What follows belongs to an exercise in optimizing a design on an open flow for small area, a short achievable clock period and few clock cycles per item; a production flow would make more cautious choices.
Where RTL was checked, it was by simulation tests only, not by an equivalence proof against the original.
The clock port is modelled as an ideal driver, which makes a skipped or thinned clock tree look cheaper than it is; a real chip needs a root buffer or a tree.
Power figures rest on the tool's default switching activity, not on a simulated workload.

Setup of exp/lagoon:
Design function_calculator, start of the top module:
module function_calculator(
    input clk_i,
    input rst_i,
    input [15:0] sw_i,
    input start_i,
    output busy_o,
    output [15:0] y_calc
 );
For scale: ~230 cells after synthesis, ~11 flip-flops, roughly 36 I/O pins, roughly 1600 sq um of cells after synthesis.
Settings: LEC_CHECK=0, ABC_AREA=1, CAP_MARGIN=20, CORE_MARGIN=2, CORE_UTILIZATION=50, SLEW_MARGIN=20, SYNTH_HIERARCHICAL=1, SYNTH_MINIMUM_KEEP_SIZE=0, BUFFER_PORTS_ARGS=-buffer_cell sky130_fd_sc_hd__buf_1, CTS_ARGS=-buf_list sky130_fd_sc_hd__clkbuf_4 -root_buf sky130_fd_sc_hd__clkbuf_8 -dont_use_dummy_load -repair_clock_nets, POST_CTS_TCL=/design/flow/flow/post_cts.tcl; clock period 5.0 ns.
standard.sh (not shown) runs the stock make flow with config.mk's settings and CLKGATE_MAP_FILE= SYNTH_SCRIPT=/design/flow/synth_recipe.tcl, a recipe that flattens the netlist after the stock synthesis.
==> flow/flow/run.sh <==
#!/bin/bash
# Standard layout with two changes:
#  - port buffers are buf_1 cells (the resizer's default pick is clkdlybuf4s50_1,
#    larger and slower);
#  - after CTS, the clock tree's leaf buffers are removed so one root clock
#    buffer drives every flip-flop (the design has only a few registers).
set -euo pipefail
here=$(pwd)
echo 'export BUFFER_PORTS_ARGS = -buffer_cell sky130_fd_sc_hd__buf_1' >> config.mk
echo 'export CTS_ARGS = -buf_list sky130_fd_sc_hd__clkbuf_4 -root_buf sky130_fd_sc_hd__clkbuf_8 -dont_use_dummy_load -repair_clock_nets' >> config.mk
echo "export POST_CTS_TCL = $here/flow/post_cts.tcl" >> config.mk
bash standard.sh > standard.log 2>&1
==> flow/flow/post_cts.tcl <==
# Collapse the clock tree to a single buffer: every sink of a leaf clock
# buffer is moved onto the root buffer's output net, then the leaf buffers
# are deleted.
set block [ord::get_db_block]
set clk_port_net [$block findNet clk_i]
set root ""
foreach it [$clk_port_net getITerms] {
  set inst [$it getInst]
  if {[string match "*clkbuf*" [[$inst getMaster] getName]]} { set root $inst }
}
if {$root ne ""} {
  set rootnet [[$root findITerm X] getNet]
  set leaves {}
  foreach it [$rootnet getITerms] {
    set inst [$it getInst]
    if {$inst ne $root && [string match "*clkbuf*" [[$inst getMaster] getName]]} {
      lappend leaves $inst
    }
  }
  foreach leaf $leaves {
    set out [[$leaf findITerm X] getNet]
    set sinks {}
    foreach it [$out getITerms] {
      if {[$it getInst] ne $leaf} { lappend sinks $it }
    }
    foreach it $sinks {
      $it disconnect
      $it connect $rootnet
    }
    [$leaf findITerm A] disconnect
    [$leaf findITerm X] disconnect
    odb::dbInst_destroy $leaf
    odb::dbNet_destroy $out
  }
  puts "post_cts: moved sinks of [llength $leaves] leaf buffers onto [$root getName]"
}
estimate_parasitics -placement
report_clock_skew
report_checks -path_delay max -format end
Input-level comparison between exp/tundra and exp/lagoon:
# exp/lagoon
export LEC_CHECK = 0
export ABC_AREA = 1
export CAP_MARGIN = 20
export CORE_MARGIN = 2
export CORE_UTILIZATION = 50
export SLEW_MARGIN = 20
export SYNTH_HIERARCHICAL = 1
export SYNTH_MINIMUM_KEEP_SIZE = 0
export BUFFER_PORTS_ARGS = -buffer_cell sky130_fd_sc_hd__buf_1
export CTS_ARGS = -buf_list sky130_fd_sc_hd__clkbuf_4 -root_buf sky130_fd_sc_hd__clkbuf_8 -dont_use_dummy_load -repair_clock_nets
export POST_CTS_TCL = /design/flow/flow/post_cts.tcl
create_clock -name core_clock -period 5.0 [get_ports {clk_i}]
# exp/tundra
export LEC_CHECK = 0
export ABC_AREA = 1
export CAP_MARGIN = 20
export CORE_MARGIN = 2
export CORE_UTILIZATION = 40
export SLEW_MARGIN = 20
export SYNTH_HIERARCHICAL = 1
export SYNTH_MINIMUM_KEEP_SIZE = 0
export BUFFER_PORTS_ARGS = -buffer_cell sky130_fd_sc_hd__buf_1
export CTS_ARGS = -buf_list sky130_fd_sc_hd__clkbuf_4 -root_buf sky130_fd_sc_hd__clkbuf_8 -dont_use_dummy_load -repair_clock_nets
export POST_CTS_TCL = /design/flow/flow/post_cts.tcl
create_clock -name core_clock -period 5.0 [get_ports {clk_i}]
## What came out
[compare] base=exp/lagoon new=exp/tundra: achievable frequency grew by about 1.2%, power in combinational cells held steady, instance count of the mapped netlist held steady, wire length on met2 held steady, clock network fraction of design power shrank by 0.6 points. Relative to exp/lagoon, well-tap cell count has increased by about 9% in exp/tundra. Between exp/lagoon and exp/tundra, the clock latency at the later pin of the worst-skew pair figures differ only marginally. Clock period minus final worst setup slack sits lower in exp/tundra than in exp/lagoon. Summary: with exp/lagoon as the reference, final standard cell count with taps included and fillers excluded in exp/tundra moved up slightly. No stage failed in exp/tundra, and the final checks on the layout all came back clean.

---

Another version of the RTL of function_calculator (not shown whole).
Size in the first run: about 240 cells after synthesis, about 36 I/O pins, about 0.0016 mm2 of cells after synthesis.
Settings: LEC_CHECK=0, ABC_AREA=1, CAP_MARGIN=20, CORE_MARGIN=2, CORE_UTILIZATION=40, CTS_BUF_LIST=sky130_fd_sc_hd__clkbuf_4, SLEW_MARGIN=20, SYNTH_HIERARCHICAL=1, SYNTH_MINIMUM_KEEP_SIZE=0, BUFFER_PORTS_ARGS=-buffer_cell sky130_fd_sc_hd__buf_1; clock period 5.0 ns.
==> flow/flow/run.sh <==
#!/bin/bash
# Standard layout, with the port buffers inserted as buf_1 cells instead of
# the resizer's default choice (clkdlybuf4s50_1, larger and slower).
set -euo pipefail
echo 'export BUFFER_PORTS_ARGS = -buffer_cell sky130_fd_sc_hd__buf_1' >> config.mk
bash standard.sh > standard.log 2>&1
Testbench counts at the start, summed over its fixed seeds: cycles 1,280, items 1,280.
Edit:
--- a/flow/config.mk
+++ b/flow/config.mk
@@ -11,3 +11,3 @@
 export CORE_UTILIZATION = 40
-export CTS_BUF_LIST = sky130_fd_sc_hd__clkbuf_4
+export SETUP_SLACK_MARGIN = 1.5
 export SLEW_MARGIN = 20
- power climbs by 18%
- via count went up by 5.5%
- combinational power rose by 31%
- design area climbs by 14%
- wire length is higher by 15%
- setup slack is better by 0.36 ns
Edit:
--- a/flow/config.mk
+++ b/flow/config.mk
@@ -11,3 +11,4 @@
 export CORE_UTILIZATION = 40
-export SETUP_SLACK_MARGIN = 1.5
+export CTS_CLUSTER_DIAMETER = 200
+export CTS_CLUSTER_SIZE = 30
 export SLEW_MARGIN = 20
What happened:
- The changed run finished with timing, DRC and antenna clean
- global-route usage shrinks by 0.92 points
- worst setup slack degrades by 0.34 ns
- register-to-register slack hardly moves
- cell area fell by 12%
- area after synthesis stays the same
- via count went down by 5.4%
Edit:
--- a/flow/config.mk
+++ b/flow/config.mk
@@ -11,4 +11,3 @@
 export CORE_UTILIZATION = 40
-export CTS_CLUSTER_DIAMETER = 200
-export CTS_CLUSTER_SIZE = 30
+export SETUP_SLACK_MARGIN = 1.0
 export SLEW_MARGIN = 20
Effect:
- hold slack hardly moves
- combinational power climbs by about 10%
- via count climbs by about 4.7%
- setup slack improves by 0.31 ns

---

The RTL this note starts from:
==> flow/design.v <==
`timescale 1ns / 1ps
module fa3(input x, input y, input z, output s, output c);
    assign s = x ^ y ^ z;
    assign c = (x & y) | (x & z) | (y & z);
endmodule
module ha2(input x, input y, output s, output c);
    assign s = x ^ y;
    assign c = x & y;
endmodule
`timescale 1ns / 1ps
module function_calculator(
    input clk_i,
    input rst_i,
    input [15:0] sw_i,
    input start_i,
    output busy_o,
    output reg [15:0] y_calc
 );
    function [3:0] low4;
        input [5:0] ar;
        low4 = {ar[3] & (ar[4] ^ ar[5]), ar[4] & ~ar[3], 1'b0, ar[3]} + ar[2:0];
    endfunction
    wire [7:0] b_i = sw_i[7:0];
    wire [2:0] r_d = (b_i >= 8'd216) ? 3'd6 :
                     (b_i >= 8'd125) ? 3'd5 :
                     (b_i >= 8'd64)  ? 3'd4 :
                     (b_i >= 8'd27)  ? 3'd3 :
                     (b_i >= 8'd8)   ? 3'd2 :
                     (b_i >= 8'd1)   ? 3'd1 : 3'd0;
    wire [7:0] aa = sw_i[15:8];
    wire n0 = aa[2] & ~aa[1];
    wire n1 = aa[2] & aa[1];
    wire n2 = aa[3] & ~aa[2];
    wire n3 = aa[3] & aa[2];
    wire n4 = aa[4] & ~aa[3];
    wire n5 = aa[4] & aa[3];
    wire n6 = aa[5] & ~aa[4];
    wire n7 = aa[5] & aa[4];
    wire n8 = aa[6] & ~aa[5];
    wire n9 = aa[6] & aa[5];
    wire n10 = aa[7] & ~aa[6];
    wire n11 = aa[7] & aa[6];
    wire n12 = aa[0] & aa[3];
    wire n13 = aa[0] & aa[4];
    wire n14 = aa[0] & aa[5];
    wire n15 = aa[0] & aa[6];
    wire n16 = aa[0] & aa[7];
    wire n17 = aa[1] & aa[3];
    wire n18 = aa[1] & aa[4];
    wire n19 = aa[1] & aa[5];
    wire n20 = aa[1] & aa[6];
    wire n21 = aa[1] & aa[7];
    wire n22 = aa[2] & aa[4];
    wire n23 = aa[2] & aa[5];
    wire n24 = aa[2] & aa[6];
    wire n25 = aa[2] & aa[7];
    wire n26 = aa[3] & aa[5];
    wire n27 = aa[3] & aa[6];
    wire n28 = aa[3] & aa[7];
    wire n29 = aa[4] & aa[6];
    wire n30 = aa[4] & aa[7];
    wire n31 = aa[5] & aa[7];
    wire n32 = aa[0] & aa[1] & aa[2];
    wire n33, n34;
    ha2 un33 (.x(n3), .y(n15), .s(n33), .c(n34));
    wire n35, n36;
    fa3 un35 (.x(n4), .y(n16), .z(n20), .s(n35), .c(n36));
    wire n37, n38;
    fa3 un37 (.x(n5), .y(n21), .z(n24), .s(n37), .c(n38));
    wire n39, n40;
    ha2 un39 (.x(n6), .y(n25), .s(n39), .c(n40));
    wire n41, n42;
    ha2 un41 (.x(n7), .y(n28), .s(n41), .c(n42));
    wire n43, n44;
    ha2 un43 (.x(n0), .y(n12), .s(n43), .c(n44));
    wire n45, n46;
    fa3 un45 (.x(n1), .y(n13), .z(n17), .s(n45), .c(n46));
    wire n47, n48;
    fa3 un47 (.x(n2), .y(n14), .z(n18), .s(n47), .c(n48));
    wire n49, n50;
    fa3 un49 (.x(n19), .y(n22), .z(n33), .s(n49), .c(n50));
    wire n51, n52;
    fa3 un51 (.x(n23), .y(n34), .z(n35), .s(n51), .c(n52));
    wire n53, n54;
    fa3 un53 (.x(n26), .y(n36), .z(n37), .s(n53), .c(n54));
    wire n55, n56;
    fa3 un55 (.x(n27), .y(n38), .z(n39), .s(n55), .c(n56));
    wire n57, n58;
    fa3 un57 (.x(n29), .y(n40), .z(n41), .s(n57), .c(n58));
    wire n59, n60;
    fa3 un59 (.x(n8), .y(n30), .z(n42), .s(n59), .c(n60));
    wire n61, n62;
    ha2 un61 (.x(n9), .y(n31), .s(n61), .c(n62));
    wire n63, n64;
    ha2 un63 (.x(n32), .y(n43), .s(n63), .c(n64));
    wire n65, n66;
    ha2 un65 (.x(n44), .y(n45), .s(n65), .c(n66));
    wire n67, n68;
    ha2 un67 (.x(n46), .y(n47), .s(n67), .c(n68));
    wire n69, n70;
    ha2 un69 (.x(n48), .y(n49), .s(n69), .c(n70));
    wire n71, n72;
    ha2 un71 (.x(n50), .y(n51), .s(n71), .c(n72));
    wire n73, n74;
    ha2 un73 (.x(n52), .y(n53), .s(n73), .c(n74));
    wire n75, n76;
    ha2 un75 (.x(n54), .y(n55), .s(n75), .c(n76));
    wire n77, n78;
    ha2 un77 (.x(n56), .y(n57), .s(n77), .c(n78));
    wire n79, n80;
    ha2 un79 (.x(n58), .y(n59), .s(n79), .c(n80));
    wire n81, n82;
    ha2 un81 (.x(n60), .y(n61), .s(n81), .c(n82));
    wire n83, n84;
    ha2 un83 (.x(n10), .y(n62), .s(n83), .c(n84));
    wire n85 = n66 | (n65 & n64);
    wire n86 = n65 & 1'b0;
    wire n87 = n70 | (n69 & n68);
    wire n88 = n69 & n67;
    wire n89 = n74 | (n73 & n72);
    wire n90 = n73 & n71;
    wire n91 = n78 | (n77 & n76);
    wire n92 = n77 & n75;
    wire n93 = n82 | (n81 & n80);
    wire n94 = n81 & n79;
    wire n95 = 1'b0 | (n11 & n84);
    wire n96 = n11 & n83;
    wire n97 = n68 | (n67 & n85);
    wire n98 = n67 & n86;
    wire n99 = n87 | (n88 & n85);
    wire n100 = n88 & n86;
    wire n101 = n76 | (n75 & n89);
    wire n102 = n75 & n90;
    wire n103 = n91 | (n92 & n89);
    wire n104 = n92 & n90;
    wire n105 = n84 | (n83 & n93);
    wire n106 = n83 & n94;
    wire n107 = n95 | (n96 & n93);
    wire n108 = n96 & n94;
    wire n109 = n72 | (n71 & n99);
    wire n110 = n71 & n100;
    wire n111 = n89 | (n90 & n99);
    wire n112 = n90 & n100;
    wire n113 = n101 | (n102 & n99);
    wire n114 = n102 & n100;
    wire n115 = n103 | (n104 & n99);
    wire n116 = n104 & n100;
    wire n117 = n80 | (n79 & n115);
    wire n118 = n79 & n116;
    wire n119 = n93 | (n94 & n115);
    wire n120 = n94 & n116;
    wire n121 = n105 | (n106 & n115);
    wire n122 = n106 & n116;
    wire n123 = n107 | (n108 & n115);
    wire n124 = n108 & n116;
    wire n125 = n65 ^ n64;
    wire n126 = n67 ^ n85;
    wire n127 = n69 ^ n97;
    wire n128 = n71 ^ n99;
    wire n129 = n73 ^ n109;
    wire n130 = n75 ^ n111;
    wire n131 = n77 ^ n113;
    wire n132 = n79 ^ n115;
    wire n133 = n81 ^ n117;
    wire n134 = n83 ^ n119;
    wire n135 = n11 ^ n121;
    wire [11:0] hi = {n135, n134, n133, n132, n131, n130, n129, n128, n127, n126, n125, n63};
    always @(posedge clk_i) begin
        if (rst_i)
            y_calc <= 16'd0;
        else if (start_i)
            y_calc <= {hi, low4({aa[2:0], r_d})};
    end
    assign busy_o = 1'b0;
endmodule
Settings: LEC_CHECK=0, ABC_AREA=1, CAP_MARGIN=20, CORE_MARGIN=2, CORE_UTILIZATION=70, SLEW_MARGIN=20, SYNTH_HIERARCHICAL=1, SYNTH_MINIMUM_KEEP_SIZE=0, BUFFER_PORTS_ARGS=-buffer_cell sky130_fd_sc_hd__buf_1, CTS_ARGS=-buf_list sky130_fd_sc_hd__clkbuf_4 -root_buf sky130_fd_sc_hd__clkbuf_8 -dont_use_dummy_load -repair_clock_nets, POST_CTS_TCL=/design/flow/flow/post_cts.tcl; clock period 5.0 ns.
==> flow/flow/run.sh <==
#!/bin/bash
# Standard layout with two changes:
#  - port buffers are buf_1 cells (the resizer's default pick is clkdlybuf4s50_1,
#    larger and slower);
#  - after CTS, the clock tree's leaf buffers are removed so one root clock
#    buffer drives every flip-flop (the design has only a few registers).
set -euo pipefail
here=$(pwd)
echo 'export BUFFER_PORTS_ARGS = -buffer_cell sky130_fd_sc_hd__buf_1' >> config.mk
echo 'export CTS_ARGS = -buf_list sky130_fd_sc_hd__clkbuf_4 -root_buf sky130_fd_sc_hd__clkbuf_8 -dont_use_dummy_load -repair_clock_nets' >> config.mk
echo "export POST_CTS_TCL = $here/flow/post_cts.tcl" >> config.mk
bash standard.sh > standard.log 2>&1
Scripts as last shown in full above: flow/flow/post_cts.tcl
The first run completed without violations.
Next try:
--- a/flow/config.mk
+++ b/flow/config.mk
@@ -6,8 +6,8 @@
 export NUM_CORES = 4
 export LEC_CHECK = 0
-export ABC_AREA = 1
+export ABC_AREA = 0
 export CAP_MARGIN = 20
 export CORE_MARGIN = 2
-export CORE_UTILIZATION = 70
+export CORE_UTILIZATION = 40
 export SLEW_MARGIN = 20
 export SYNTH_HIERARCHICAL = 1
The changed run finished with timing, DRC and antenna clean.
Power rises by 1.8%.
Setup slack degrades by 0.23 ns.
Sequential cell count is unchanged.
Cell count decreases by 21%.
Final area came out lower by 2.8%.
Via count is lower by about 17%.
Routed wire length falls by about 3.7%.
Area after synthesis goes down by about 7%.
Sequential share of layout area climbs by 0.49 points.
Next try:
--- a/flow/config.mk
+++ b/flow/config.mk
@@ -9,5 +9,5 @@
 export CAP_MARGIN = 20
 export CORE_MARGIN = 2
-export CORE_UTILIZATION = 40
+export CORE_UTILIZATION = 50
 export SLEW_MARGIN = 20
 export SYNTH_HIERARCHICAL = 1
After rerunning:
- The changed run finished with timing, DRC and antenna clean
- sequential share of layout area hardly moves
- clock-buffer cell count is unchanged
- synthesized area stays the same
- routed wire length is higher slightly
- design area falls slightly
- total power went up slightly
- cell count goes down by a few percent
- utilization increases by 13 points
Next try:
--- a/flow/config.mk
+++ b/flow/config.mk
@@ -6,8 +6,8 @@
 export NUM_CORES = 4
 export LEC_CHECK = 0
-export ABC_AREA = 0
+export ABC_AREA = 1
 export CAP_MARGIN = 20
 export CORE_MARGIN = 2
-export CORE_UTILIZATION = 50
+export CORE_UTILIZATION = 55
 export SLEW_MARGIN = 20
 export SYNTH_HIERARCHICAL = 1
Effect:
- clock skew is unchanged
- clock-buffer cell count stays the same
- final area climbs by 4.3%
- routed wire length climbs by 5.0%
- synthesized cell count grows by 55%
- via count climbs by 16%
Next try:
==> flow/flow/run.sh (replaced) <==
#!/bin/bash
# Standard layout, with the port buffers inserted as buf_1 cells instead of
# the resizer's default choice (clkdlybuf4s50_1, larger and slower), and a
# smaller clock tree (no sink clustering, no dummy loads).
set -euo pipefail
echo 'export BUFFER_PORTS_ARGS = -buffer_cell sky130_fd_sc_hd__buf_1' >> config.mk
echo 'export CTS_ARGS = -buf_list sky130_fd_sc_hd__clkbuf_4 -root_buf sky130_fd_sc_hd__clkbuf_4 -dont_use_dummy_load -repair_clock_nets' >> config.mk
bash standard.sh > standard.log 2>&1
==> flow/config.mk (replaced) <==
export PLATFORM = sky130hd
export DESIGN_NAME = function_calculator
export DESIGN_NICKNAME = function_calculator
export VERILOG_FILES = /design/flow/design.v
export SDC_FILE = /design/flow/constraint.sdc
export NUM_CORES = 4
export LEC_CHECK = 0
export ABC_AREA = 0
export CAP_MARGIN = 20
export CORE_MARGIN = 2
export CORE_UTILIZATION = 40
export SLEW_MARGIN = 20
export SYNTH_HIERARCHICAL = 1
export SYNTH_MINIMUM_KEEP_SIZE = 0
export BUFFER_PORTS_ARGS = -buffer_cell sky130_fd_sc_hd__buf_1
export CTS_ARGS = -buf_list sky130_fd_sc_hd__clkbuf_4 -root_buf sky130_fd_sc_hd__clkbuf_4 -dont_use_dummy_load -repair_clock_nets
removed: flow/flow/post_cts.tcl
Effect:
- count of clock-buffer cells in the layout climbs by 2
- clock skew is unchanged
- setup slack gets worse by 0.20 ns
- cell area is lower by a few percent
- power is higher by a few percent
- register-to-register slack gets better by 0.08 ns
- synthesized area shrinks by a few percent
- cell count shrinks by a quarter to a third
Next try:
==> flow/flow/run.sh (replaced) <==
#!/bin/bash
# Standard layout with two changes:
#  - port buffers are buf_1 cells (the resizer's default pick is clkdlybuf4s50_1,
#    larger and slower);
#  - after CTS, the clock tree's leaf buffers are removed so one root clock
#    buffer drives every flip-flop (the design has only a few registers).
set -euo pipefail
here=$(pwd)
echo 'export BUFFER_PORTS_ARGS = -buffer_cell sky130_fd_sc_hd__buf_1' >> config.mk
echo 'export CTS_ARGS = -buf_list sky130_fd_sc_hd__clkbuf_4 -root_buf sky130_fd_sc_hd__clkbuf_8 -dont_use_dummy_load -repair_clock_nets' >> config.mk
echo "export POST_CTS_TCL = $here/flow/post_cts.tcl" >> config.mk
bash standard.sh > standard.log 2>&1
==> flow/flow/post_cts.tcl (new file) <==
# Collapse the clock tree to a single buffer: every sink of a leaf clock
# buffer is moved onto the root buffer's output net, then the leaf buffers
# are deleted.
set block [ord::get_db_block]
set clk_port_net [$block findNet clk_i]
set root ""
foreach it [$clk_port_net getITerms] {
  set inst [$it getInst]
  if {[string match "*clkbuf*" [[$inst getMaster] getName]]} { set root $inst }
}
if {$root ne ""} {
  set rootnet [[$root findITerm X] getNet]
  set leaves {}
  foreach it [$rootnet getITerms] {
    set inst [$it getInst]
    if {$inst ne $root && [string match "*clkbuf*" [[$inst getMaster] getName]]} {
      lappend leaves $inst
    }
  }
  foreach leaf $leaves {
    set out [[$leaf findITerm X] getNet]
    set sinks {}
    foreach it [$out getITerms] {
      if {[$it getInst] ne $leaf} { lappend sinks $it }
    }
    foreach it $sinks {
      $it disconnect
      $it connect $rootnet
    }
    [$leaf findITerm A] disconnect
    [$leaf findITerm X] disconnect
    odb::dbInst_destroy $leaf
    odb::dbNet_destroy $out
  }
  puts "post_cts: moved sinks of [llength $leaves] leaf buffers onto [$root getName]"
}
estimate_parasitics -placement
report_clock_skew
report_checks -path_delay max -format end
--- a/flow/config.mk
+++ b/flow/config.mk
@@ -6,5 +6,5 @@
 export NUM_CORES = 4
 export LEC_CHECK = 0
-export ABC_AREA = 0
+export ABC_AREA = 1
 export CAP_MARGIN = 20
 export CORE_MARGIN = 2
@@ -14,3 +14,4 @@
 export SYNTH_MINIMUM_KEEP_SIZE = 0
 export BUFFER_PORTS_ARGS = -buffer_cell sky130_fd_sc_hd__buf_1
-export CTS_ARGS = -buf_list sky130_fd_sc_hd__clkbuf_4 -root_buf sky130_fd_sc_hd__clkbuf_4 -dont_use_dummy_load -repair_clock_nets
+export CTS_ARGS = -buf_list sky130_fd_sc_hd__clkbuf_4 -root_buf sky130_fd_sc_hd__clkbuf_8 -dont_use_dummy_load -repair_clock_nets
+export POST_CTS_TCL = /design/flow/flow/post_cts.tcl
Fmax is higher by 5.8%.
Cell area went up by about 4%.
Combinational power decreases by about 4%.
First-iteration DRC count went up by about 70%.
Worst setup slack gains 0.21 ns.
Global-route usage grows by 0.78 points.
Die area went up by 6.8%.
Non-clock buffer count is lower by 1.
No functional check of the RTL was part of any run of this note.

==> static timing again, ports no longer ideal <==
How much do the figures lean on ideal ports? The routed layouts below were timed once more, with nothing changed but the port constraints. Step 1, drivers: a clkbuf_16 drives clk_i and a buf_2 each remaining input, both assumed. Step 2 times the ports against the registers' clock, not the clock port: input delays grow and output delays shrink by t, the midpoint of the rising clock arrivals with the driver on. Three values: ideal ports, drivers, drivers and shift; two values: the first two.
run	shift t [ns]	setup slack, ns	hold WS [ns]	pins driven straight from the clock port
exp/lagoon	0.157	0.845 / 0.824 / 0.981	0.496 / 0.496 / 0.496	1
exp/tundra	0.154	0.895 / 0.873 / 1.028	0.483 / 0.483 / 0.483	1
the first run of note 2	0.279	0.790 / 0.770 / 1.048	0.483 / 0.483 / 0.483	1
the second run of note 2	0.248	1.154 / 1.134 / 1.383	0.475 / 0.475 / 0.475	1
the third run of note 2	0.258	0.818 / 0.794 / 1.052	0.479 / 0.479 / 0.479	1
the fourth run of note 2	0.258	1.126 / 1.102 / 1.360	0.480 / 0.480 / 0.480	1
the first run of note 3	0.171	1.309 / 1.300 / 1.130	0.467 / 0.467 / 0.467	1
the second run of note 3	0.173	1.075 / 1.074 / 0.900	0.482 / 0.482 / 0.482	1
the third run of note 3	0.166	1.001 / 0.996 / 0.830	0.479 / 0.479 / 0.479	1
the fourth run of note 3	0.178	1.397 / 1.397 / 1.219	0.466 / 0.466 / 0.466	1
the fifth run of note 3	0.302	1.202 / 1.199 / 0.896	0.490 / 0.490 / 0.490	1
the sixth run of note 3	0.184	1.411 / 1.414 / 1.230	0.467 / 0.467 / 0.467	1
After both steps setup and hold are still met in every run listed. For the fifth run of note 3, which loses most, drivers alone change the setup slack by -0.003 ns; drivers and shift together by -0.306 ns.
